Source: an optimization exercise on an open RTL-to-GDS flow (aim: small area). Production flows keep margins and buffers that such runs may drop.
The RTL of this run was laid out without a check of its function.
Power is estimated from default activity; no workload was simulated.

$ cat design.v
module multiplier(
  input wire clk,
  input wire rst_n,
  input wire [15:0] a,
  input wire [15:0] b,
  output reg [31:0] res);
  wire w1;
  wire w2;
  wire w3;
  wire w4;
  wire w5;
  wire w6;
  wire w7;
  wire w8;
  wire w9;
  wire w10;
  wire w11;
  wire w12;
  wire w13;
  wire w14;
  wire w15;
  wire w16;
  wire w17;
  wire w18;
  wire w19;
  wire w20;
  wire w21;
  wire w22;
  wire w23;
  wire w24;
  wire w25;
  wire w26;
  wire w27;
  wire w28;
  wire w29;
  wire w30;
  wire w31;
  wire w32;
  wire w33;
  wire w34;
  wire w35;
  wire w36;
  wire w37;
  wire w38;
  wire w39;
  wire w40;
  wire w41;
  wire w42;
  wire w43;
  wire w44;
  wire w45;
  wire w46;
  wire w47;
  wire w48;
  wire w49;
  wire w50;
  wire w51;
  wire w52;
  wire w53;
  wire w54;
  wire w55;
  wire w56;
  wire w57;
  wire w58;
  wire w59;
  wire w60;
  wire w61;
  wire w62;
  wire w63;
  wire w64;
  wire w65;
  wire w66;
  wire w67;
  wire w68;
  wire w69;
  wire w70;
  wire w71;
  wire w72;
  wire w73;
  wire w74;
  wire w75;
  wire w76;
  wire w77;
  wire w78;
  wire w79;
  wire w80;
  wire w81;
  wire w82;
  wire w83;
  wire w84;
  wire w85;
  wire w86;
  wire w87;
  wire w88;
  wire w89;
  wire w90;
  wire w91;
  wire w92;
  wire w93;
  wire w94;
  wire w95;
  wire w96;
  wire w97;
  wire w98;
  wire w99;
  wire w100;
  wire w101;
  wire w102;
  wire w103;
  wire w104;
  wire w105;
  wire w106;
  wire w107;
  wire w108;
  wire w109;
  wire w110;
  wire w111;
  wire w112;
  wire w113;
  wire w114;
  wire w115;
  wire w116;
  wire w117;
  wire w118;
  wire w119;
  wire w120;
  wire w121;
  wire w122;
  wire w123;
  wire w124;
  wire w125;
  wire w126;
  wire w127;
  wire w128;
  wire w129;
  wire w130;
  wire w131;
  wire w132;
  wire w133;
  wire w134;
  wire w135;
  wire w136;
  wire w137;
  wire w138;
  wire w139;
  wire w140;
  wire w141;
  wire w142;
  wire w143;
  wire w144;
  wire w145;
  wire w146;
  wire w147;
  wire w148;
  wire w149;
  wire w150;
  wire w151;
  wire w152;
  wire w153;
  wire w154;
  wire w155;
  wire w156;
  wire w157;
  wire w158;
  wire w159;
  wire w160;
  wire w161;
  wire w162;
  wire w163;
  wire w164;
  wire w165;
  wire w166;
  wire w167;
  wire w168;
  wire w169;
  wire w170;
  wire w171;
  wire w172;
  wire w173;
  wire w174;
  wire w175;
  wire w176;
  wire w177;
  wire w178;
  wire w179;
  wire w180;
  wire w181;
  wire w182;
  wire w183;
  wire w184;
  wire w185;
  wire w186;
  wire w187;
  wire w188;
  wire w189;
  wire w190;
  wire w191;
  wire w192;
  wire w193;
  wire w194;
  wire w195;
  wire w196;
  wire w197;
  wire w198;
  wire w199;
  wire w200;
  wire w201;
  wire w202;
  wire w203;
  wire w204;
  wire w205;
  wire w206;
  wire w207;
  wire w208;
  wire w209;
  wire w210;
  wire w211;
  wire w212;
  wire w213;
  wire w214;
  wire w215;
  wire w216;
  wire w217;
  wire w218;
  wire w219;
  wire w220;
  wire w221;
  wire w222;
  wire w223;
  wire w224;
  wire w225;
  wire w226;
  wire w227;
  wire w228;
  wire w229;
  wire w230;
  wire w231;
  wire w232;
  wire w233;
  wire w234;
  wire w235;
  wire w236;
  wire w237;
  wire w238;
  wire w239;
  wire w240;
  wire w241;
  wire w242;
  wire w243;
  wire w244;
  wire w245;
  wire w246;
  wire w247;
  wire w248;
  wire w249;
  wire w250;
  wire w251;
  wire w252;
  wire w253;
  wire w254;
  wire w255;
  wire w256;
  wire w257;
  wire w258;
  wire w259;
  wire w260;
  wire w261;
  wire w262;
  wire w263;
  wire w264;
  wire w265;
  wire w266;
  wire w267;
  wire w268;
  wire w269;
  wire w270;
  wire w271;
  wire w272;
  wire w273;
  wire w274;
  wire w275;
  wire w276;
  wire w277;
  wire w278;
  wire w279;
  wire w280;
  wire w281;
  wire w282;
  wire w283;
  wire w284;
  wire w285;
  wire w286;
  wire w287;
  wire w288;
  wire w289;
  wire w290;
  wire w291;
  wire w292;
  wire w293;
  wire w294;
  wire w295;
  wire w296;
  wire w297;
  wire w298;
  wire w299;
  wire w300;
  wire w301;
  wire w302;
  wire w303;
  wire w304;
  wire w305;
  wire w306;
  wire w307;
  wire w308;
  wire w309;
  wire w310;
  wire w311;
  wire w312;
  wire w313;
  wire w314;
  wire w315;
  wire w316;
  wire w317;
  wire w318;
  wire w319;
  wire w320;
  wire w321;
  wire w322;
  wire w323;
  wire w324;
  wire w325;
  wire w326;
  wire w327;
  wire w328;
  wire w329;
  wire w330;
  wire w331;
  wire w332;
  wire w333;
  wire w334;
  wire w335;
  wire w336;
  wire w337;
  wire w338;
  wire w339;
  wire w340;
  wire w341;
  wire w342;
  wire w343;
  wire w344;
  wire w345;
  wire w346;
  wire w347;
  wire w348;
  wire w349;
  wire w350;
  wire w351;
  wire w352;
  wire w353;
  wire w354;
  wire w355;
  wire w356;
  wire w357;
  wire w358;
  wire w359;
  wire w360;
  wire w361;
  wire w362;
  wire w363;
  wire w364;
  wire w365;
  wire w366;
  wire w367;
  wire w368;
  wire w369;
  wire w370;
  wire w371;
  wire w372;
  wire w373;
  wire w374;
  wire w375;
  wire w376;
  wire w377;
  wire w378;
  wire w379;
  wire w380;
  wire w381;
  wire w382;
  wire w383;
  wire w384;
  wire w385;
  wire w386;
  wire w387;
  wire w388;
  wire w389;
  wire w390;
  wire w391;
  wire w392;
  wire w393;
  wire w394;
  wire w395;
  wire w396;
  wire w397;
  wire w398;
  wire w399;
  wire w400;
  wire w401;
  wire w402;
  wire w403;
  wire w404;
  wire w405;
  wire w406;
  wire w407;
  wire w408;
  wire w409;
  wire w410;
  wire w411;
  wire w412;
  wire w413;
  wire w414;
  wire w415;
  wire w416;
  wire w417;
  wire w418;
  wire w419;
  wire w420;
  wire w421;
  wire w422;
  wire w423;
  wire w424;
  wire w425;
  wire w426;
  wire w427;
  wire w428;
  wire w429;
  wire w430;
  wire w431;
  wire w432;
  wire w433;
  wire w434;
  wire w435;
  wire w436;
  wire w437;
  wire w438;
  wire w439;
  wire w440;
  wire w441;
  wire w442;
  wire w443;
  wire w444;
  wire w445;
  wire w446;
  wire w447;
  wire w448;
  wire w449;
  wire w450;
  wire w451;
  wire w452;
  wire w453;
  wire w454;
  wire w455;
  wire w456;
  wire w457;
  wire w458;
  wire w459;
  wire w460;
  wire w461;
  wire w462;
  wire w463;
  wire w464;
  wire w465;
  wire w466;
  wire w467;
  wire w468;
  wire w469;
  wire w470;
  wire w471;
  wire w472;
  wire w473;
  wire w474;
  wire w475;
  wire w476;
  wire w477;
  wire w478;
  wire w479;
  wire w480;
  wire w481;
  wire w482;
  wire w483;
  wire w484;
  wire w485;
  wire w486;
  wire w487;
  wire w488;
  wire w489;
  wire w490;
  wire w491;
  wire w492;
  wire w493;
  wire w494;
  wire w495;
  wire w496;
  wire w497;
  wire w498;
  wire w499;
  wire w500;
  wire w501;
  wire w502;
  wire w503;
  wire w504;
  wire w505;
  wire w506;
  wire w507;
  wire w508;
  wire w509;
  wire w510;
  wire w511;
  wire w512;
  wire w513;
  wire w514;
  wire w515;
  wire w516;
  wire w517;
  wire w518;
  wire w519;
  wire w520;
  wire w521;
  wire w522;
  wire w523;
  wire w524;
  wire w525;
  wire w526;
  wire w527;
  wire w528;
  wire w529;
  wire w530;
  wire w531;
  wire w532;
  wire w533;
  wire w534;
  wire w535;
  wire w536;
  wire w537;
  wire w538;
  wire w539;
  wire w540;
  wire w541;
  wire w542;
  wire w543;
  wire w544;
  wire w545;
  wire w546;
  wire w547;
  wire w548;
  wire w549;
  wire w550;
  wire w551;
  wire w552;
  wire w553;
  wire w554;
  wire w555;
  wire w556;
  wire w557;
  wire w558;
  wire w559;
  wire w560;
  wire w561;
  wire w562;
  wire w563;
  wire w564;
  wire w565;
  wire w566;
  wire w567;
  wire w568;
  wire w569;
  wire w570;
  wire w571;
  wire w572;
  wire w573;
  wire w574;
  wire w575;
  wire w576;
  wire w577;
  wire w578;
  wire w579;
  wire w580;
  wire w581;
  wire w582;
  wire w583;
  wire w584;
  wire w585;
  wire w586;
  wire w587;
  wire w588;
  wire w589;
  wire w590;
  wire w591;
  wire w592;
  wire w593;
  wire w594;
  wire w595;
  wire w596;
  wire w597;
  wire w598;
  wire w599;
  wire w600;
  wire w601;
  wire w602;
  wire w603;
  wire w604;
  wire w605;
  wire w606;
  wire w607;
  wire w608;
  wire w609;
  wire w610;
  wire w611;
  wire w612;
  wire w613;
  wire w614;
  wire w615;
  wire w616;
  wire w617;
  wire w618;
  wire w619;
  wire w620;
  wire w621;
  wire w622;
  wire w623;
  wire w624;
  wire w625;
  wire w626;
  wire w627;
  wire w628;
  wire w629;
  wire w630;
  wire w631;
  wire w632;
  wire w633;
  wire w634;
  wire w635;
  wire w636;
  wire w637;
  wire w638;
  wire w639;
  wire w640;
  wire w641;
  wire w642;
  wire w643;
  wire w644;
  wire w645;
  wire w646;
  wire w647;
  wire w648;
  wire w649;
  wire w650;
  wire w651;
  wire w652;
  wire w653;
  wire w654;
  wire w655;
  wire w656;
  wire w657;
  wire w658;
  wire w659;
  wire w660;
  wire w661;
  wire w662;
  wire w663;
  wire w664;
  wire w665;
  wire w666;
  wire w667;
  wire w668;
  wire w669;
  wire w670;
  wire w671;
  wire w672;
  wire w673;
  wire w674;
  wire w675;
  wire w676;
  wire w677;
  wire w678;
  wire w679;
  wire w680;
  wire w681;
  wire w682;
  wire w683;
  wire w684;
  wire w685;
  wire w686;
  wire w687;
  wire w688;
  wire w689;
  wire w690;
  wire w691;
  wire w692;
  wire w693;
  wire w694;
  wire w695;
  wire w696;
  wire w697;
  wire w698;
  wire w699;
  wire w700;
  wire w701;
  wire w702;
  wire w703;
  wire w704;
  wire w705;
  wire w706;
  wire w707;
  wire w708;
  wire w709;
  wire w710;
  wire w711;
  wire w712;
  wire w713;
  wire w714;
  wire w715;
  wire w716;
  wire w717;
  wire w718;
  wire w719;
  wire w720;
  wire w721;
  wire w722;
  wire w723;
  wire w724;
  wire w725;
  wire w726;
  wire w727;
  wire w728;
  wire w729;
  wire w730;
  wire w731;
  wire w732;
  wire w733;
  wire w734;
  wire w735;
  wire w736;
  wire w737;
  wire w738;
  wire w739;
  wire w740;
  wire w741;
  wire w742;
  wire w743;
  wire w744;
  wire w745;
  wire w746;
  wire w747;
  wire w748;
  wire w749;
  wire w750;
  wire w751;
  wire w752;
  wire w753;
  wire w754;
  wire w755;
  wire w756;
  wire w757;
  wire w758;
  wire w759;
  wire w760;
  wire w761;
  wire w762;
  wire w763;
  wire w764;
  wire w765;
  wire w766;
  wire w767;
  wire w768;
  wire w769;
  wire w770;
  wire w771;
  wire w772;
  wire w773;
  wire w774;
  wire w775;
  wire w776;
  wire w777;
  wire w778;
  wire w779;
  wire w780;
  wire w781;
  wire w782;
  wire w783;
  wire w784;
  wire w785;
  wire w786;
  wire w787;
  wire w788;
  wire w789;
  wire w790;
  wire w791;
  wire w792;
  wire w793;
  wire w794;
  wire w795;
  wire w796;
  wire w797;
  wire w798;
  wire w799;
  wire w800;
  wire w801;
  wire w802;
  wire w803;
  wire w804;
  wire w805;
  wire w806;
  wire w807;
  wire w808;
  wire w809;
  wire [31:0] p;
  c_nand u0 (a[0], b[0], w1);
  c_nand u1 (a[0], b[1], w2);
  c_nand u2 (a[0], b[2], w3);
  c_nand u3 (a[0], b[3], w4);
  c_nand u4 (a[0], b[4], w5);
  c_nand u5 (a[0], b[5], w6);
  c_nand u6 (a[0], b[6], w7);
  c_nand u7 (a[0], b[7], w8);
  c_nand u8 (a[0], b[8], w9);
  c_nand u9 (a[0], b[9], w10);
  c_nand u10 (a[0], b[10], w11);
  c_nand u11 (a[0], b[11], w12);
  c_nand u12 (a[0], b[12], w13);
  c_nand u13 (a[0], b[13], w14);
  c_nand u14 (a[0], b[14], w15);
  c_nand u15 (a[0], b[15], w16);
  c_nand u16 (a[1], b[0], w17);
  c_nand u17 (a[1], b[1], w18);
  c_nand u18 (a[1], b[2], w19);
  c_nand u19 (a[1], b[3], w20);
  c_nand u20 (a[1], b[4], w21);
  c_nand u21 (a[1], b[5], w22);
  c_nand u22 (a[1], b[6], w23);
  c_nand u23 (a[1], b[7], w24);
  c_nand u24 (a[1], b[8], w25);
  c_nand u25 (a[1], b[9], w26);
  c_nand u26 (a[1], b[10], w27);
  c_nand u27 (a[1], b[11], w28);
  c_nand u28 (a[1], b[12], w29);
  c_nand u29 (a[1], b[13], w30);
  c_nand u30 (a[1], b[14], w31);
  c_nand u31 (a[1], b[15], w32);
  c_nand u32 (a[2], b[0], w33);
  c_nand u33 (a[2], b[1], w34);
  c_nand u34 (a[2], b[2], w35);
  c_nand u35 (a[2], b[3], w36);
  c_nand u36 (a[2], b[4], w37);
  c_nand u37 (a[2], b[5], w38);
  c_nand u38 (a[2], b[6], w39);
  c_nand u39 (a[2], b[7], w40);
  c_nand u40 (a[2], b[8], w41);
  c_nand u41 (a[2], b[9], w42);
  c_nand u42 (a[2], b[10], w43);
  c_nand u43 (a[2], b[11], w44);
  c_nand u44 (a[2], b[12], w45);
  c_nand u45 (a[2], b[13], w46);
  c_nand u46 (a[2], b[14], w47);
  c_nand u47 (a[2], b[15], w48);
  c_nand u48 (a[3], b[0], w49);
  c_nand u49 (a[3], b[1], w50);
  c_nand u50 (a[3], b[2], w51);
  c_nand u51 (a[3], b[3], w52);
  c_nand u52 (a[3], b[4], w53);
  c_nand u53 (a[3], b[5], w54);
  c_nand u54 (a[3], b[6], w55);
  c_nand u55 (a[3], b[7], w56);
  c_nand u56 (a[3], b[8], w57);
  c_nand u57 (a[3], b[9], w58);
  c_nand u58 (a[3], b[10], w59);
  c_nand u59 (a[3], b[11], w60);
  c_nand u60 (a[3], b[12], w61);
  c_nand u61 (a[3], b[13], w62);
  c_nand u62 (a[3], b[14], w63);
  c_nand u63 (a[3], b[15], w64);
  c_nand u64 (a[4], b[0], w65);
  c_nand u65 (a[4], b[1], w66);
  c_nand u66 (a[4], b[2], w67);
  c_nand u67 (a[4], b[3], w68);
  c_nand u68 (a[4], b[4], w69);
  c_nand u69 (a[4], b[5], w70);
  c_nand u70 (a[4], b[6], w71);
  c_nand u71 (a[4], b[7], w72);
  c_nand u72 (a[4], b[8], w73);
  c_nand u73 (a[4], b[9], w74);
  c_nand u74 (a[4], b[10], w75);
  c_nand u75 (a[4], b[11], w76);
  c_nand u76 (a[4], b[12], w77);
  c_nand u77 (a[4], b[13], w78);
  c_nand u78 (a[4], b[14], w79);
  c_nand u79 (a[4], b[15], w80);
  c_nand u80 (a[5], b[0], w81);
  c_nand u81 (a[5], b[1], w82);
  c_nand u82 (a[5], b[2], w83);
  c_nand u83 (a[5], b[3], w84);
  c_nand u84 (a[5], b[4], w85);
  c_nand u85 (a[5], b[5], w86);
  c_nand u86 (a[5], b[6], w87);
  c_nand u87 (a[5], b[7], w88);
  c_nand u88 (a[5], b[8], w89);
  c_nand u89 (a[5], b[9], w90);
  c_nand u90 (a[5], b[10], w91);
  c_nand u91 (a[5], b[11], w92);
  c_nand u92 (a[5], b[12], w93);
  c_nand u93 (a[5], b[13], w94);
  c_nand u94 (a[5], b[14], w95);
  c_nand u95 (a[5], b[15], w96);
  c_nand u96 (a[6], b[0], w97);
  c_nand u97 (a[6], b[1], w98);
  c_nand u98 (a[6], b[2], w99);
  c_nand u99 (a[6], b[3], w100);
  c_nand u100 (a[6], b[4], w101);
  c_nand u101 (a[6], b[5], w102);
  c_nand u102 (a[6], b[6], w103);
  c_nand u103 (a[6], b[7], w104);
  c_nand u104 (a[6], b[8], w105);
  c_nand u105 (a[6], b[9], w106);
  c_nand u106 (a[6], b[10], w107);
  c_nand u107 (a[6], b[11], w108);
  c_nand u108 (a[6], b[12], w109);
  c_nand u109 (a[6], b[13], w110);
  c_nand u110 (a[6], b[14], w111);
  c_nand u111 (a[6], b[15], w112);
  c_nand u112 (a[7], b[0], w113);
  c_nand u113 (a[7], b[1], w114);
  c_nand u114 (a[7], b[2], w115);
  c_nand u115 (a[7], b[3], w116);
  c_nand u116 (a[7], b[4], w117);
  c_nand u117 (a[7], b[5], w118);
  c_nand u118 (a[7], b[6], w119);
  c_nand u119 (a[7], b[7], w120);
  c_nand u120 (a[7], b[8], w121);
  c_nand u121 (a[7], b[9], w122);
  c_nand u122 (a[7], b[10], w123);
  c_nand u123 (a[7], b[11], w124);
  c_nand u124 (a[7], b[12], w125);
  c_nand u125 (a[7], b[13], w126);
  c_nand u126 (a[7], b[14], w127);
  c_nand u127 (a[7], b[15], w128);
  c_nand u128 (a[8], b[0], w129);
  c_nand u129 (a[8], b[1], w130);
  c_nand u130 (a[8], b[2], w131);
  c_nand u131 (a[8], b[3], w132);
  c_nand u132 (a[8], b[4], w133);
  c_nand u133 (a[8], b[5], w134);
  c_nand u134 (a[8], b[6], w135);
  c_nand u135 (a[8], b[7], w136);
  c_nand u136 (a[8], b[8], w137);
  c_nand u137 (a[8], b[9], w138);
  c_nand u138 (a[8], b[10], w139);
  c_nand u139 (a[8], b[11], w140);
  c_nand u140 (a[8], b[12], w141);
  c_nand u141 (a[8], b[13], w142);
  c_nand u142 (a[8], b[14], w143);
  c_nand u143 (a[8], b[15], w144);
  c_nand u144 (a[9], b[0], w145);
  c_nand u145 (a[9], b[1], w146);
  c_nand u146 (a[9], b[2], w147);
  c_nand u147 (a[9], b[3], w148);
  c_nand u148 (a[9], b[4], w149);
  c_nand u149 (a[9], b[5], w150);
  c_nand u150 (a[9], b[6], w151);
  c_nand u151 (a[9], b[7], w152);
  c_nand u152 (a[9], b[8], w153);
  c_nand u153 (a[9], b[9], w154);
  c_nand u154 (a[9], b[10], w155);
  c_nand u155 (a[9], b[11], w156);
  c_nand u156 (a[9], b[12], w157);
  c_nand u157 (a[9], b[13], w158);
  c_nand u158 (a[9], b[14], w159);
  c_nand u159 (a[9], b[15], w160);
  c_nand u160 (a[10], b[0], w161);
  c_nand u161 (a[10], b[1], w162);
  c_nand u162 (a[10], b[2], w163);
  c_nand u163 (a[10], b[3], w164);
  c_nand u164 (a[10], b[4], w165);
  c_nand u165 (a[10], b[5], w166);
  c_nand u166 (a[10], b[6], w167);
  c_nand u167 (a[10], b[7], w168);
  c_nand u168 (a[10], b[8], w169);
  c_nand u169 (a[10], b[9], w170);
  c_nand u170 (a[10], b[10], w171);
  c_nand u171 (a[10], b[11], w172);
  c_nand u172 (a[10], b[12], w173);
  c_nand u173 (a[10], b[13], w174);
  c_nand u174 (a[10], b[14], w175);
  c_nand u175 (a[10], b[15], w176);
  c_nand u176 (a[11], b[0], w177);
  c_nand u177 (a[11], b[1], w178);
  c_nand u178 (a[11], b[2], w179);
  c_nand u179 (a[11], b[3], w180);
  c_nand u180 (a[11], b[4], w181);
  c_nand u181 (a[11], b[5], w182);
  c_nand u182 (a[11], b[6], w183);
  c_nand u183 (a[11], b[7], w184);
  c_nand u184 (a[11], b[8], w185);
  c_nand u185 (a[11], b[9], w186);
  c_nand u186 (a[11], b[10], w187);
  c_nand u187 (a[11], b[11], w188);
  c_nand u188 (a[11], b[12], w189);
  c_nand u189 (a[11], b[13], w190);
  c_nand u190 (a[11], b[14], w191);
  c_nand u191 (a[11], b[15], w192);
  c_nand u192 (a[12], b[0], w193);
  c_nand u193 (a[12], b[1], w194);
  c_nand u194 (a[12], b[2], w195);
  c_nand u195 (a[12], b[3], w196);
  c_nand u196 (a[12], b[4], w197);
  c_nand u197 (a[12], b[5], w198);
  c_nand u198 (a[12], b[6], w199);
  c_nand u199 (a[12], b[7], w200);
  c_nand u200 (a[12], b[8], w201);
  c_nand u201 (a[12], b[9], w202);
  c_nand u202 (a[12], b[10], w203);
  c_nand u203 (a[12], b[11], w204);
  c_nand u204 (a[12], b[12], w205);
  c_nand u205 (a[12], b[13], w206);
  c_nand u206 (a[12], b[14], w207);
  c_nand u207 (a[12], b[15], w208);
  c_nand u208 (a[13], b[0], w209);
  c_nand u209 (a[13], b[1], w210);
  c_nand u210 (a[13], b[2], w211);
  c_nand u211 (a[13], b[3], w212);
  c_nand u212 (a[13], b[4], w213);
  c_nand u213 (a[13], b[5], w214);
  c_nand u214 (a[13], b[6], w215);
  c_nand u215 (a[13], b[7], w216);
  c_nand u216 (a[13], b[8], w217);
  c_nand u217 (a[13], b[9], w218);
  c_nand u218 (a[13], b[10], w219);
  c_nand u219 (a[13], b[11], w220);
  c_nand u220 (a[13], b[12], w221);
  c_nand u221 (a[13], b[13], w222);
  c_nand u222 (a[13], b[14], w223);
  c_nand u223 (a[13], b[15], w224);
  c_nand u224 (a[14], b[0], w225);
  c_nand u225 (a[14], b[1], w226);
  c_nand u226 (a[14], b[2], w227);
  c_nand u227 (a[14], b[3], w228);
  c_nand u228 (a[14], b[4], w229);
  c_nand u229 (a[14], b[5], w230);
  c_nand u230 (a[14], b[6], w231);
  c_nand u231 (a[14], b[7], w232);
  c_nand u232 (a[14], b[8], w233);
  c_nand u233 (a[14], b[9], w234);
  c_nand u234 (a[14], b[10], w235);
  c_nand u235 (a[14], b[11], w236);
  c_nand u236 (a[14], b[12], w237);
  c_nand u237 (a[14], b[13], w238);
  c_nand u238 (a[14], b[14], w239);
  c_nand u239 (a[14], b[15], w240);
  c_nand u240 (a[15], b[0], w241);
  c_nand u241 (a[15], b[1], w242);
  c_nand u242 (a[15], b[2], w243);
  c_nand u243 (a[15], b[3], w244);
  c_nand u244 (a[15], b[4], w245);
  c_nand u245 (a[15], b[5], w246);
  c_nand u246 (a[15], b[6], w247);
  c_nand u247 (a[15], b[7], w248);
  c_nand u248 (a[15], b[8], w249);
  c_nand u249 (a[15], b[9], w250);
  c_nand u250 (a[15], b[10], w251);
  c_nand u251 (a[15], b[11], w252);
  c_nand u252 (a[15], b[12], w253);
  c_nand u253 (a[15], b[13], w254);
  c_nand u254 (a[15], b[14], w255);
  c_nand u255 (a[15], b[15], w256);
  c_fa u256 (w14, w29, w44, w257, w258);
  c_fa u257 (w15, w30, w45, w259, w260);
  c_fa u258 (w60, w75, w90, w261, w262);
  c_fa u259 (w16, w31, w46, w263, w264);
  c_fa u260 (w61, w76, w91, w265, w266);
  c_fa u261 (w106, w121, w136, w267, w268);
  c_fa u262 (w32, w47, w62, w269, w270);
  c_fa u263 (w77, w92, w107, w271, w272);
  c_fa u264 (w122, w137, w152, w273, w274);
  c_fa u265 (w48, w63, w78, w275, w276);
  c_fa u266 (w93, w108, w123, w277, w278);
  c_fa u267 (w64, w79, w94, w279, w280);
  c_fa u268 (w10, w25, w40, w281, w282);
  c_fa u269 (w11, w26, w41, w283, w284);
  c_fa u270 (w56, w71, w86, w285, w286);
  c_fa u271 (w12, w27, w42, w287, w288);
  c_fa u272 (w57, w72, w87, w289, w290);
  c_fa u273 (w102, w117, w132, w291, w292);
  c_fa u274 (w13, w28, w43, w293, w294);
  c_fa u275 (w58, w73, w88, w295, w296);
  c_fa u276 (w103, w118, w133, w297, w298);
  c_fa u277 (w148, w163, w178, w299, w300);
  c_fa u278 (w59, w74, w89, w301, w302);
  c_fa u279 (w104, w119, w134, w303, w304);
  c_fa u280 (w149, w164, w179, w305, w306);
  c_fa u281 (w194, w209, w257, w307, w308);
  c_fa u282 (w105, w120, w135, w309, w310);
  c_fa u283 (w150, w165, w180, w311, w312);
  c_fa u284 (w195, w210, w225, w313, w314);
  c_fa u285 (w258, w259, w261, w315, w316);
  c_fa u286 (w151, w166, w181, w317, w318);
  c_fa u287 (w196, w211, w226, w319, w320);
  c_fa u288 (w241, w260, w262, w321, w322);
  c_fa u289 (w263, w265, w267, w323, w324);
  c_fa u290 (w167, w182, w197, w325, w326);
  c_fa u291 (w212, w227, w242, w327, w328);
  c_fa u292 (w264, w266, w268, w329, w330);
  c_fa u293 (w269, w271, w273, w331, w332);
  c_fa u294 (w138, w153, w168, w333, w334);
  c_fa u295 (w183, w198, w213, w335, w336);
  c_fa u296 (w228, w243, w270, w337, w338);
  c_fa u297 (w272, w274, w275, w339, w340);
  c_fa u298 (w109, w124, w139, w341, w342);
  c_fa u299 (w154, w169, w184, w343, w344);
  c_fa u300 (w199, w214, w229, w345, w346);
  c_fa u301 (w244, w276, w278, w347, w348);
  c_fa u302 (w80, w95, w110, w349, w350);
  c_fa u303 (w125, w140, w155, w351, w352);
  c_fa u304 (w170, w185, w200, w353, w354);
  c_fa u305 (w215, w230, w245, w355, w356);
  c_fa u306 (w96, w111, w126, w357, w358);
  c_fa u307 (w141, w156, w171, w359, w360);
  c_fa u308 (w186, w201, w216, w361, w362);
  c_fa u309 (w112, w127, w142, w363, w364);
  c_fa u310 (w157, w172, w187, w365, w366);
  c_fa u311 (w128, w143, w158, w367, w368);
  c_fa u312 (w7, w22, w37, w369, w370);
  c_fa u313 (w8, w23, w38, w371, w372);
  c_fa u314 (w53, w68, w83, w373, w374);
  c_fa u315 (w9, w24, w39, w375, w376);
  c_fa u316 (w54, w69, w84, w377, w378);
  c_fa u317 (w99, w114, w129, w379, w380);
  c_fa u318 (w55, w70, w85, w381, w382);
  c_fa u319 (w100, w115, w130, w383, w384);
  c_xnor u320 (w145, w281, w385);
  c_or2 u321 (w145, w281, w386);
  c_fa u322 (w101, w116, w131, w387, w388);
  c_fa u323 (w146, w161, w282, w389, w390);
  c_xnor u324 (w283, w285, w391);
  c_or2 u325 (w283, w285, w392);
  c_fa u326 (w147, w162, w177, w393, w394);
  c_fa u327 (w284, w286, w287, w395, w396);
  c_xnor u328 (w289, w291, w397);
  c_or2 u329 (w289, w291, w398);
  c_fa u330 (w193, w288, w290, w399, w400);
  c_fa u331 (w292, w293, w295, w401, w402);
  c_xnor u332 (w297, w299, w403);
  c_or2 u333 (w297, w299, w404);
  c_fa u334 (w294, w296, w298, w405, w406);
  c_fa u335 (w300, w301, w303, w407, w408);
  c_xnor u336 (w305, w307, w409);
  c_or2 u337 (w305, w307, w410);
  c_fa u338 (w302, w304, w306, w411, w412);
  c_fa u339 (w309, w311, w313, w413, w414);
  c_xnor u340 (w308, w315, w415);
  c_or2 u341 (w308, w315, w416);
  c_fa u342 (w310, w312, w314, w417, w418);
  c_fa u343 (w317, w319, w316, w419, w420);
  c_xnor u344 (w321, w323, w421);
  c_or2 u345 (w321, w323, w422);
  c_fa u346 (w318, w320, w325, w423, w424);
  c_fa u347 (w327, w322, w324, w425, w426);
  c_xnor u348 (w329, w331, w427);
  c_or2 u349 (w329, w331, w428);
  c_fa u350 (w326, w328, w333, w429, w430);
  c_fa u351 (w335, w277, w330, w431, w432);
  c_fa u352 (w337, w332, w339, w433, w434);
  c_fa u353 (w334, w336, w341, w435, w436);
  c_fa u354 (w343, w345, w279, w437, w438);
  c_fa u355 (w338, w340, w347, w439, w440);
  c_fa u356 (w342, w344, w346, w441, w442);
  c_fa u357 (w280, w349, w351, w443, w444);
  c_fa u358 (w353, w355, w348, w445, w446);
  c_fa u359 (w231, w246, w350, w447, w448);
  c_fa u360 (w352, w354, w356, w449, w450);
  c_fa u361 (w357, w359, w361, w451, w452);
  c_fa u362 (w202, w217, w232, w453, w454);
  c_fa u363 (w247, w358, w360, w455, w456);
  c_fa u364 (w362, w363, w365, w457, w458);
  c_fa u365 (w173, w188, w203, w459, w460);
  c_fa u366 (w218, w233, w248, w461, w462);
  c_fa u367 (w364, w366, w367, w463, w464);
  c_fa u368 (w144, w159, w174, w465, w466);
  c_fa u369 (w189, w204, w219, w467, w468);
  c_fa u370 (w234, w249, w368, w469, w470);
  c_fa u371 (w160, w175, w190, w471, w472);
  c_fa u372 (w205, w220, w235, w473, w474);
  c_fa u373 (w176, w191, w206, w475, w476);
  c_fa u374 (w5, w20, w35, w477, w478);
  c_fa u375 (w6, w21, w36, w479, w480);
  c_fa u376 (w51, w66, w81, w481, w482);
  c_fa u377 (w52, w67, w82, w483, w484);
  c_xnor u378 (w97, w369, w485);
  c_or2 u379 (w97, w369, w486);
  c_fa u380 (w98, w113, w370, w487, w488);
  c_xnor u381 (w371, w373, w489);
  c_or2 u382 (w371, w373, w490);
  c_fa u383 (w372, w374, w375, w491, w492);
  c_xnor u384 (w377, w379, w493);
  c_or2 u385 (w377, w379, w494);
  c_fa u386 (w376, w378, w380, w495, w496);
  c_fa u387 (w381, w383, w385, w497, w498);
  c_fa u388 (w382, w384, w387, w499, w500);
  c_fa u389 (w386, w391, w389, w501, w502);
  c_fa u390 (w388, w393, w392, w503, w504);
  c_fa u391 (w397, w390, w395, w505, w506);
  c_fa u392 (w394, w398, w403, w507, w508);
  c_fa u393 (w396, w399, w401, w509, w510);
  c_fa u394 (w404, w400, w402, w511, w512);
  c_fa u395 (w405, w407, w409, w513, w514);
  c_fa u396 (w406, w408, w411, w515, w516);
  c_fa u397 (w413, w410, w415, w517, w518);
  c_fa u398 (w412, w414, w417, w519, w520);
  c_fa u399 (w416, w421, w419, w521, w522);
  c_fa u400 (w418, w423, w422, w523, w524);
  c_fa u401 (w427, w420, w425, w525, w526);
  c_fa u402 (w424, w429, w428, w527, w528);
  c_fa u403 (w426, w431, w433, w529, w530);
  c_fa u404 (w430, w435, w437, w531, w532);
  c_fa u405 (w432, w434, w439, w533, w534);
  c_fa u406 (w436, w438, w441, w535, w536);
  c_fa u407 (w443, w445, w440, w537, w538);
  c_fa u408 (w442, w447, w444, w539, w540);
  c_fa u409 (w449, w451, w446, w541, w542);
  c_fa u410 (w453, w448, w450, w543, w544);
  c_fa u411 (w452, w455, w457, w545, w546);
  c_fa u412 (w454, w459, w461, w547, w548);
  c_fa u413 (w456, w458, w463, w549, w550);
  c_fa u414 (w460, w462, w465, w551, w552);
  c_fa u415 (w467, w469, w464, w553, w554);
  c_fa u416 (w250, w466, w468, w555, w556);
  c_fa u417 (w471, w473, w470, w557, w558);
  c_fa u418 (w221, w236, w251, w559, w560);
  c_fa u419 (w472, w474, w475, w561, w562);
  c_fa u420 (w192, w207, w222, w563, w564);
  c_fa u421 (w237, w252, w476, w565, w566);
  c_fa u422 (w208, w223, w238, w567, w568);
  c_fa u423 (w4, w19, w34, w569, w570);
  c_fa u424 (w50, w65, w477, w571, w572);
  c_fa u425 (w478, w479, w481, w573, w574);
  c_fa u426 (w480, w482, w483, w575, w576);
  c_fa u427 (w484, w486, w489, w577, w578);
  c_fa u428 (w490, w493, w488, w579, w580);
  c_fa u429 (w494, w492, w495, w581, w582);
  c_fa u430 (w496, w499, w498, w583, w584);
  c_fa u431 (w500, w503, w502, w585, w586);
  c_fa u432 (w504, w507, w506, w587, w588);
  c_fa u433 (w508, w510, w511, w589, w590);
  c_fa u434 (w512, w515, w514, w591, w592);
  c_fa u435 (w516, w519, w518, w593, w594);
  c_fa u436 (w520, w523, w522, w595, w596);
  c_fa u437 (w524, w527, w526, w597, w598);
  c_fa u438 (w531, w528, w530, w599, w600);
  c_fa u439 (w532, w535, w534, w601, w602);
  c_fa u440 (w536, w539, w541, w603, w604);
  c_fa u441 (w540, w543, w545, w605, w606);
  c_fa u442 (w547, w544, w546, w607, w608);
  c_fa u443 (w548, w551, w550, w609, w610);
  c_fa u444 (w552, w555, w557, w611, w612);
  c_fa u445 (w559, w556, w561, w613, w614);
  c_fa u446 (w560, w563, w565, w615, w616);
  c_fa u447 (w253, w564, w567, w617, w618);
  c_fa u448 (w224, w239, w254, w619, w620);
  c_fa u449 (w3, w18, w33, w621, w622);
  c_xnor u450 (w49, w569, w623);
  c_or2 u451 (w49, w569, w624);
  c_xnor u452 (w570, w571, w625);
  c_or2 u453 (w570, w571, w626);
  c_xnor u454 (w572, w573, w627);
  c_or2 u455 (w572, w573, w628);
  c_fa u456 (w485, w574, w575, w629, w630);
  c_fa u457 (w487, w576, w577, w631, w632);
  c_fa u458 (w491, w578, w579, w633, w634);
  c_fa u459 (w580, w497, w581, w635, w636);
  c_fa u460 (w582, w501, w583, w637, w638);
  c_fa u461 (w505, w584, w585, w639, w640);
  c_fa u462 (w509, w586, w587, w641, w642);
  c_fa u463 (w513, w588, w589, w643, w644);
  c_fa u464 (w517, w590, w591, w645, w646);
  c_fa u465 (w521, w592, w593, w647, w648);
  c_fa u466 (w525, w594, w595, w649, w650);
  c_fa u467 (w529, w596, w597, w651, w652);
  c_fa u468 (w533, w598, w599, w653, w654);
  c_fa u469 (w537, w600, w601, w655, w656);
  c_fa u470 (w538, w603, w602, w657, w658);
  c_fa u471 (w542, w605, w604, w659, w660);
  c_fa u472 (w549, w606, w607, w661, w662);
  c_fa u473 (w553, w608, w609, w663, w664);
  c_fa u474 (w554, w610, w611, w665, w666);
  c_fa u475 (w558, w613, w612, w667, w668);
  c_fa u476 (w562, w615, w614, w669, w670);
  c_fa u477 (w566, w617, w616, w671, w672);
  c_fa u478 (w568, w619, w618, w673, w674);
  c_fa u479 (w240, w255, w620, w675, w676);
  c_inv u480 (w1, w677);
  c_xor u481 (w2, w17, w678);
  c_nor u482 (w2, w17, w679);
  c_xnor u483 (w621, w679, w680);
  c_nor2b u484 (w621, w679, w681);
  c_xor u485 (w622, w623, w682);
  c_nor u486 (w622, w623, w683);
  c_xor u487 (w682, w681, w684);
  c_a21oi u488 (w682, w681, w683, w685);
  c_ha u489 (w624, w625, w686, w687);
  c_xnor u490 (w686, w685, w688);
  c_a21oi u491 (w686, w685, w687, w689);
  c_xor u492 (w626, w627, w690);
  c_nor u493 (w626, w627, w691);
  c_xor u494 (w690, w689, w692);
  c_a21oi u495 (w690, w689, w691, w693);
  c_ha u496 (w628, w629, w694, w695);
  c_xnor u497 (w694, w693, w696);
  c_a21oi u498 (w694, w693, w695, w697);
  c_xor u499 (w630, w631, w698);
  c_nor u500 (w630, w631, w699);
  c_xor u501 (w698, w697, w700);
  c_a21oi u502 (w698, w697, w699, w701);
  c_ha u503 (w632, w633, w702, w703);
  c_xnor u504 (w702, w701, w704);
  c_a21oi u505 (w702, w701, w703, w705);
  c_xor u506 (w634, w635, w706);
  c_nor u507 (w634, w635, w707);
  c_xor u508 (w706, w705, w708);
  c_a21oi u509 (w706, w705, w707, w709);
  c_ha u510 (w636, w637, w710, w711);
  c_xnor u511 (w710, w709, w712);
  c_a21oi u512 (w710, w709, w711, w713);
  c_xor u513 (w638, w639, w714);
  c_nor u514 (w638, w639, w715);
  c_xor u515 (w714, w713, w716);
  c_a21oi u516 (w714, w713, w715, w717);
  c_ha u517 (w640, w641, w718, w719);
  c_xnor u518 (w718, w717, w720);
  c_a21oi u519 (w718, w717, w719, w721);
  c_xor u520 (w642, w643, w722);
  c_nor u521 (w642, w643, w723);
  c_xor u522 (w722, w721, w724);
  c_a21oi u523 (w722, w721, w723, w725);
  c_ha u524 (w644, w645, w726, w727);
  c_xnor u525 (w726, w725, w728);
  c_a21oi u526 (w726, w725, w727, w729);
  c_xor u527 (w646, w647, w730);
  c_nor u528 (w646, w647, w731);
  c_xor u529 (w730, w729, w732);
  c_a21oi u530 (w730, w729, w731, w733);
  c_ha u531 (w648, w649, w734, w735);
  c_xnor u532 (w734, w733, w736);
  c_a21oi u533 (w734, w733, w735, w737);
  c_xor u534 (w650, w651, w738);
  c_nor u535 (w650, w651, w739);
  c_xor u536 (w738, w737, w740);
  c_a21oi u537 (w738, w737, w739, w741);
  c_ha u538 (w652, w653, w742, w743);
  c_xnor u539 (w742, w741, w744);
  c_a21oi u540 (w742, w741, w743, w745);
  c_xor u541 (w654, w655, w746);
  c_nor u542 (w654, w655, w747);
  c_xor u543 (w746, w745, w748);
  c_a21oi u544 (w746, w745, w747, w749);
  c_ha u545 (w656, w657, w750, w751);
  c_xnor u546 (w750, w749, w752);
  c_a21oi u547 (w750, w749, w751, w753);
  c_xor u548 (w658, w659, w754);
  c_nor u549 (w658, w659, w755);
  c_xor u550 (w754, w753, w756);
  c_a21oi u551 (w754, w753, w755, w757);
  c_ha u552 (w660, w661, w758, w759);
  c_xnor u553 (w758, w757, w760);
  c_a21oi u554 (w758, w757, w759, w761);
  c_inv u555 (w761, w762);
  c_xor u556 (w662, w663, w763);
  c_nor u557 (w662, w663, w764);
  c_nand u558 (w662, w663, w765);
  c_xor u559 (w664, w665, w766);
  c_nor u560 (w664, w665, w767);
  c_a21oi u561 (w766, w764, w767, w768);
  c_a21oi u562 (w766, w765, w767, w769);
  c_ha u563 (w666, w667, w770, w771);
  c_a21oi u564 (w770, w768, w771, w772);
  c_a21oi u565 (w770, w769, w771, w773);
  c_xor u566 (w668, w669, w774);
  c_nor u567 (w668, w669, w775);
  c_a21oi u568 (w774, w772, w775, w776);
  c_a21oi u569 (w774, w773, w775, w777);
  c_xor u570 (w763, w761, w778);
  c_a21oi u571 (w761, w765, w764, w779);
  c_xnor u572 (w766, w779, w780);
  c_o21ai u573 (w762, w769, w768, w781);
  c_xor u574 (w770, w781, w782);
  c_a21oi u575 (w761, w773, w772, w783);
  c_xnor u576 (w774, w783, w784);
  c_o21ai u577 (w762, w777, w776, w785);
  c_inv u578 (w785, w786);
  c_xor u579 (w670, w671, w787);
  c_nor u580 (w670, w671, w788);
  c_nand u581 (w670, w671, w789);
  c_xor u582 (w672, w673, w790);
  c_nor u583 (w672, w673, w791);
  c_a21oi u584 (w790, w788, w791, w792);
  c_a21oi u585 (w790, w789, w791, w793);
  c_ha u586 (w674, w675, w794, w795);
  c_a21oi u587 (w794, w792, w795, w796);
  c_a21oi u588 (w794, w793, w795, w797);
  c_xor u589 (w676, w256, w798);
  c_nor u590 (w676, w256, w799);
  c_a21oi u591 (w798, w796, w799, w800);
  c_a21oi u592 (w798, w797, w799, w801);
  c_xor u593 (w787, w785, w802);
  c_a21oi u594 (w785, w789, w788, w803);
  c_xnor u595 (w790, w803, w804);
  c_o21ai u596 (w786, w793, w792, w805);
  c_xor u597 (w794, w805, w806);
  c_a21oi u598 (w785, w797, w796, w807);
  c_xnor u599 (w798, w807, w808);
  c_o21ai u600 (w786, w801, w800, w809);
  assign p[0] = w677;
  assign p[1] = w678;
  assign p[2] = w680;
  assign p[3] = w684;
  assign p[4] = w688;
  assign p[5] = w692;
  assign p[6] = w696;
  assign p[7] = w700;
  assign p[8] = w704;
  assign p[9] = w708;
  assign p[10] = w712;
  assign p[11] = w716;
  assign p[12] = w720;
  assign p[13] = w724;
  assign p[14] = w728;
  assign p[15] = w732;
  assign p[16] = w736;
  assign p[17] = w740;
  assign p[18] = w744;
  assign p[19] = w748;
  assign p[20] = w752;
  assign p[21] = w756;
  assign p[22] = w760;
  assign p[23] = w778;
  assign p[24] = w780;
  assign p[25] = w782;
  assign p[26] = w784;
  assign p[27] = w802;
  assign p[28] = w804;
  assign p[29] = w806;
  assign p[30] = w808;
  assign p[31] = w809;
  always @(posedge clk or negedge rst_n) begin
    if (!rst_n) res <= 32'd0;
    else res <= p;
  end
endmodule
module c_a21oi(input wire a1, input wire a2, input wire b1, output wire o);
  assign o = ~((a1 & a2) | b1);
endmodule
module c_fa(input wire x, input wire y, input wire z, output wire s, output wire c);
  assign s = x ^ y ^ z;
  assign c = (x & y) | (x & z) | (y & z);
endmodule
module c_ha(input wire x, input wire y, output wire s, output wire c);
  assign s = x ^ y;
  assign c = x & y;
endmodule
module c_inv(input wire x, output wire o);
  assign o = ~x;
endmodule
module c_nand(input wire x, input wire y, output wire o);
  assign o = ~(x & y);
endmodule
module c_nor(input wire x, input wire y, output wire o);
  assign o = ~(x | y);
endmodule
module c_nor2b(input wire a, input wire bn, output wire o);
  assign o = ~(a | ~bn);
endmodule
module c_o21ai(input wire a1, input wire a2, input wire b1, output wire o);
  assign o = ~((a1 | a2) & b1);
endmodule
module c_or2(input wire x, input wire y, output wire o);
  assign o = x | y;
endmodule
module c_xnor(input wire x, input wire y, output wire o);
  assign o = ~(x ^ y);
endmodule
module c_xor(input wire x, input wire y, output wire o);
  assign o = x ^ y;
endmodule
$ cat flow/run.sh
#!/bin/bash
# Own layout flow: the standard flow (standard.sh), with
#  - port buffers of the smallest buffer cell (buf_1) instead of the default choice,
#  - the a21oi/o21ai cells that synthesis upsized put back to size 1 before floorplanning
#    (the resizer upsizes again wherever timing needs it),
#  - clock tree synthesis with small clock buffers and no dummy loads.
set -euo pipefail
here=$(pwd)
export BUFFER_PORTS_ARGS="-buffer_cell sky130_fd_sc_hd__buf_1"
export PRE_FLOORPLAN_TCL="$here/flow/pre_floorplan.tcl"
export CTS_ARGS="-sink_clustering_enable -repair_clock_nets -dont_use_dummy_load -buf_list sky130_fd_sc_hd__clkbuf_4 -root_buf sky130_fd_sc_hd__clkbuf_4 -sink_clustering_size 8 -sink_clustering_max_diameter 60"
bash standard.sh > "$here/standard_flow.log" 2>&1
$ cat flow/pre_floorplan.tcl
# Put cells that synthesis upsized back to their smallest size; the resizer upsizes
# again where timing needs it.
set db [ord::get_db]
set swaps {sky130_fd_sc_hd__a21oi_2 sky130_fd_sc_hd__a21oi_1 sky130_fd_sc_hd__o21ai_2 sky130_fd_sc_hd__o21ai_1}
set n 0
foreach inst [[ord::get_db_block] getInsts] {
  set m [[$inst getMaster] getName]
  if {[dict exists $swaps $m]} {
    $inst swapMaster [$db findMaster [dict get $swaps $m]]
    incr n
  }
}
puts "pre_floorplan: downsized $n cells"
$ cat standard.sh
#!/bin/bash
# synth_recipe.tcl (not shown) runs the flow's synth.tcl, then flattens the netlist and writes it again
# the make line also repeats each setting of config.mk as NAME=value (left out here)
make -C /OpenROAD-flow-scripts/flow DESIGN_CONFIG=/design/flow/config.mk WORK_HOME=/design/flow/orfs CLKGATE_MAP_FILE= SYNTH_SCRIPT=/design/flow/synth_recipe.tcl "${@:-finish}"
$ cat config.mk
export PLATFORM = sky130hd
export DESIGN_NAME = multiplier
export DESIGN_NICKNAME = multiplier
export VERILOG_FILES = /design/flow/design.v
export SDC_FILE = /design/flow/constraint.sdc
export NUM_CORES = 4
export LEC_CHECK = 0
export CAP_MARGIN = 20
export CORE_MARGIN = 2
export CORE_UTILIZATION = 70
export GPL_TIMING_DRIVEN = 0
export SLEW_MARGIN = 20
export SYNTH_HIERARCHICAL = 1
export SYNTH_MINIMUM_KEEP_SIZE = 0
$ cat constraint.sdc
create_clock -name core_clock -period 7.5 [get_ports {clk}]
set_input_delay 1.5000 -clock core_clock [delete_from_list [all_inputs] [get_ports {clk}]]
set_output_delay 1.5000 -clock core_clock [all_outputs]
set_load 0.01 [all_outputs]
==> metrics.md <==
| Metric | Value |
|---|---|
| WL final | `16,500 µm` |
| Nets@finish | `949` |
| Die ar. | `0.0104 mm²` |
| Fin cells | `834` |
| Clock transition at path regs | `0.12 ns` |
| Share of post-route cells with drive strength above 1 | `6.81%` |
| P_sw | `0.00172 W` |
| Post-DR vias/cell | `6.08` |
| 1st-iter DRT viols | `335` |
| Initial antenna violation count | `0` |
| Core Region | `0.00928 mm²` |
| Post-route cell area | `0.00736 mm²` |
| Synth warn | `7` |
| Sw frac | `50.9%` |
| Internal power | `0.00166 W` |
| Post-CTS Hold Buffers | `0` |
| H-tree depth | `2` |
| LEAKAGE | `2.61 nW` |
| DP HPWL | `12,000 µm` |
| Worst Path Class, Setup | `primary input to flop` |
| Combinational power share | `86.7%` |
| TritonCTS Buffers | `5` |
| Dpl cells | `828` |
| Bufs on Longest Clock Path | `2` |
| Sequential power share | `10.2%` |
| Fin. max-slew vios | `0` |
| Final Setup Violations | `0` |
| Worst-Margin Slew | `1.02 ns` |
| Max Cap Violations | `0` |
| Clock sink count | `32` |
| Max reg flops | `32` |
| Syn_nets | `875` |
| Worst vdd ir | `0.000869 V` |
| Placer Congestion | `0.843` |
| IO Port Bufs | `65` |
| Initial DRT Pass Iterations | `8` |
| Vias in the first global route | `5,671` |
| Total GRT Usage | `36.0%` |
| CP startpoint kind | `primary input` |
| Top fanout value on the critical path | `16` |
| Number of nets with antenna violations after routing | `0` |
| Hold WC Path Type | `primary input to asynchronous set/reset pin` |
| Final Hold Fails | `0` |
| Crit end category | `flop` |
| GRT overflow | `0` |
| Die X | `102 µm` |
| First-pass GRT wire length | `27,800 µm` |
| DR DRC count | `0` |
| CP required | `7.78 ns` |
| Fmax | `0.142 GHz` |
| Pwr/cell area | `460 mW/mm²` |
| Top flop regs | `res x32` |
| Routed WL per cell | `19.8 µm` |
| I/O pin count | `66` |
| Arr. time, crit path | `7.33 ns` |
| RSZ-0062 raised after global routing | `false` |
| Placed cell areas | `0.00718 mm²` |
| Root Buffer Master | `clkbuf_4` |
| Clock power frac | `3.0%` |
| Vias | `5,071` |
| Most flop-heavy register | `res` |
| Overall power | `0.00338 W` |
| Largest net degree at the start of global routing | `25` |
| Starting Density | `72.7%` |
| CTS tree | `done` |
| Outcome | `timing/DRC/antenna clean` |
| Die height | `102 µm` |
| Hold slack | `1.00 ns` |
| Num rows | `35` |
| Min Clock Period, post-route | `7.06 ns` |
| Fin crit share | `94.1%` |
| Syn Inst Count | `633` |
| Antenna Cells | `0` |
| Max_slew headroom | `32.3%` |
-- final cells by class --
| type | count | area [µm²] |
|---|---|---|
| multi-input cells | 598 | 5990 |
| fillers | 599 | 1930 |
| flip-flops and latches | 32 | 801 |
| repair buffers | 67 | 357 |
| well taps | 129 | 161 |
| clock buffers | 5 | 37.5 |
| inverters | 3 | 11.3 |
-- stage by stage --
step                      utilization, %  setup WS [ns]  TNS (ns)
final                               79.2          0.444         0
after floorplan                        -          0.601         0
after global placement              77.0          -1.03     -6.76
after CTS                           78.8       0.000465         0
after detailed placement            77.3          -1.27     -9.06
after global routing                79.2         0.0121         0
-- placed cells by master (no fill, tap or decap) --
cell type	instances
xnor2_1	29
dfrtp_1	32
fa_1	196
clkbuf_4	5
clkdlybuf4s15_2	3
xor2_1	31
a21oi_2	12
buf_1	38
inv_1	3
buf_16	1
o21ai_4	1
a21oi_1	24
nor2b_4	1
buf_4	11
or2_1	14
nor2_1	17
buf_2	12
ha_1	12
o21ai_1	3
clkbuf_2	2
nand2_1	258
-- worst paths after layout --
| check | endpoint | startpoint |
|---|---|---|
| worst max-delay path | res[29] | b[14] |
| worst min-delay path | res[16] | rst_n |
| max in group asynchronous | res[27] | rst_n |
| min in group core_clock | res[1] | b[1] |
-- critical path, cell delays in order --
cell and delay [ns]:
buf_1 0.56, nand2_1 0.15, fa_1 0.51, fa_1 0.47
fa_1 0.49, fa_1 0.43, fa_1 0.54, fa_1 0.43
ha_1 0.35, a21oi_2 0.22, a21oi_2 0.11, a21oi_2 0.20
a21oi_2 0.10, a21oi_2 0.18, a21oi_1 0.13, a21oi_2 0.27
inv_1 0.12, o21ai_4 0.18, inv_1 0.08, o21ai_1 0.14
xor2_1 0.14
-- power groups by stage --
stage	combinational, W	sequential (W)	clock (W)
after floorplan	0.00205	0.000398	0
after global placement	0.00253	0.000349	0
after detailed placement	0.00267	0.000352	0
after CTS	0.00276	0.000347	0.000106
after global routing	0.00332	0.000358	0.000111
final	0.00294	0.000347	0.000102
-- repair_timing --
item                                    4_1_cts  5_1_grt
pin swaps                                     1        0
endpoints found under the setup margin        9        9
gates resized for setup                      64       14
setup buffers                                 1        0
-- per-layer routing --
| metal | global-route usage [%] | wire length [µm] |
|---|---|---|
| met5 | 0 | 0 |
| met4 | 11.8 | 507 |
| met3 | 7.25 | 1590 |
| met2 | 59.6 | 8370 |
| met1 | 49.0 | 6050 |

separate check: timing with driven ports:
The flow's constraints put no driver on any port. The routed layout listed below was extracted and timed again, unchanged, in two steps. Step 1: set_driving_cell puts a clkbuf_16 on clk and a buf_2 on each other input, an assumption about the parent block. Step 2 moves the port delays by t, midway between the first and last clock arrival at a register: inputs arrive t later, outputs are due t later. That takes back most of the time a late clock gives input paths. Three values: ideal, step 1, step 2; two values: the first two.
t, ns: 0.383
setup slack, ns: 0.444 / 0.443 / 0.060
hold WS [ns]: 1.000 / 0.992 / 1.375
After both steps setup and hold are still met in this run. The setup slack of this run moves by -0.001 ns with the drivers and by -0.384 ns with both steps.
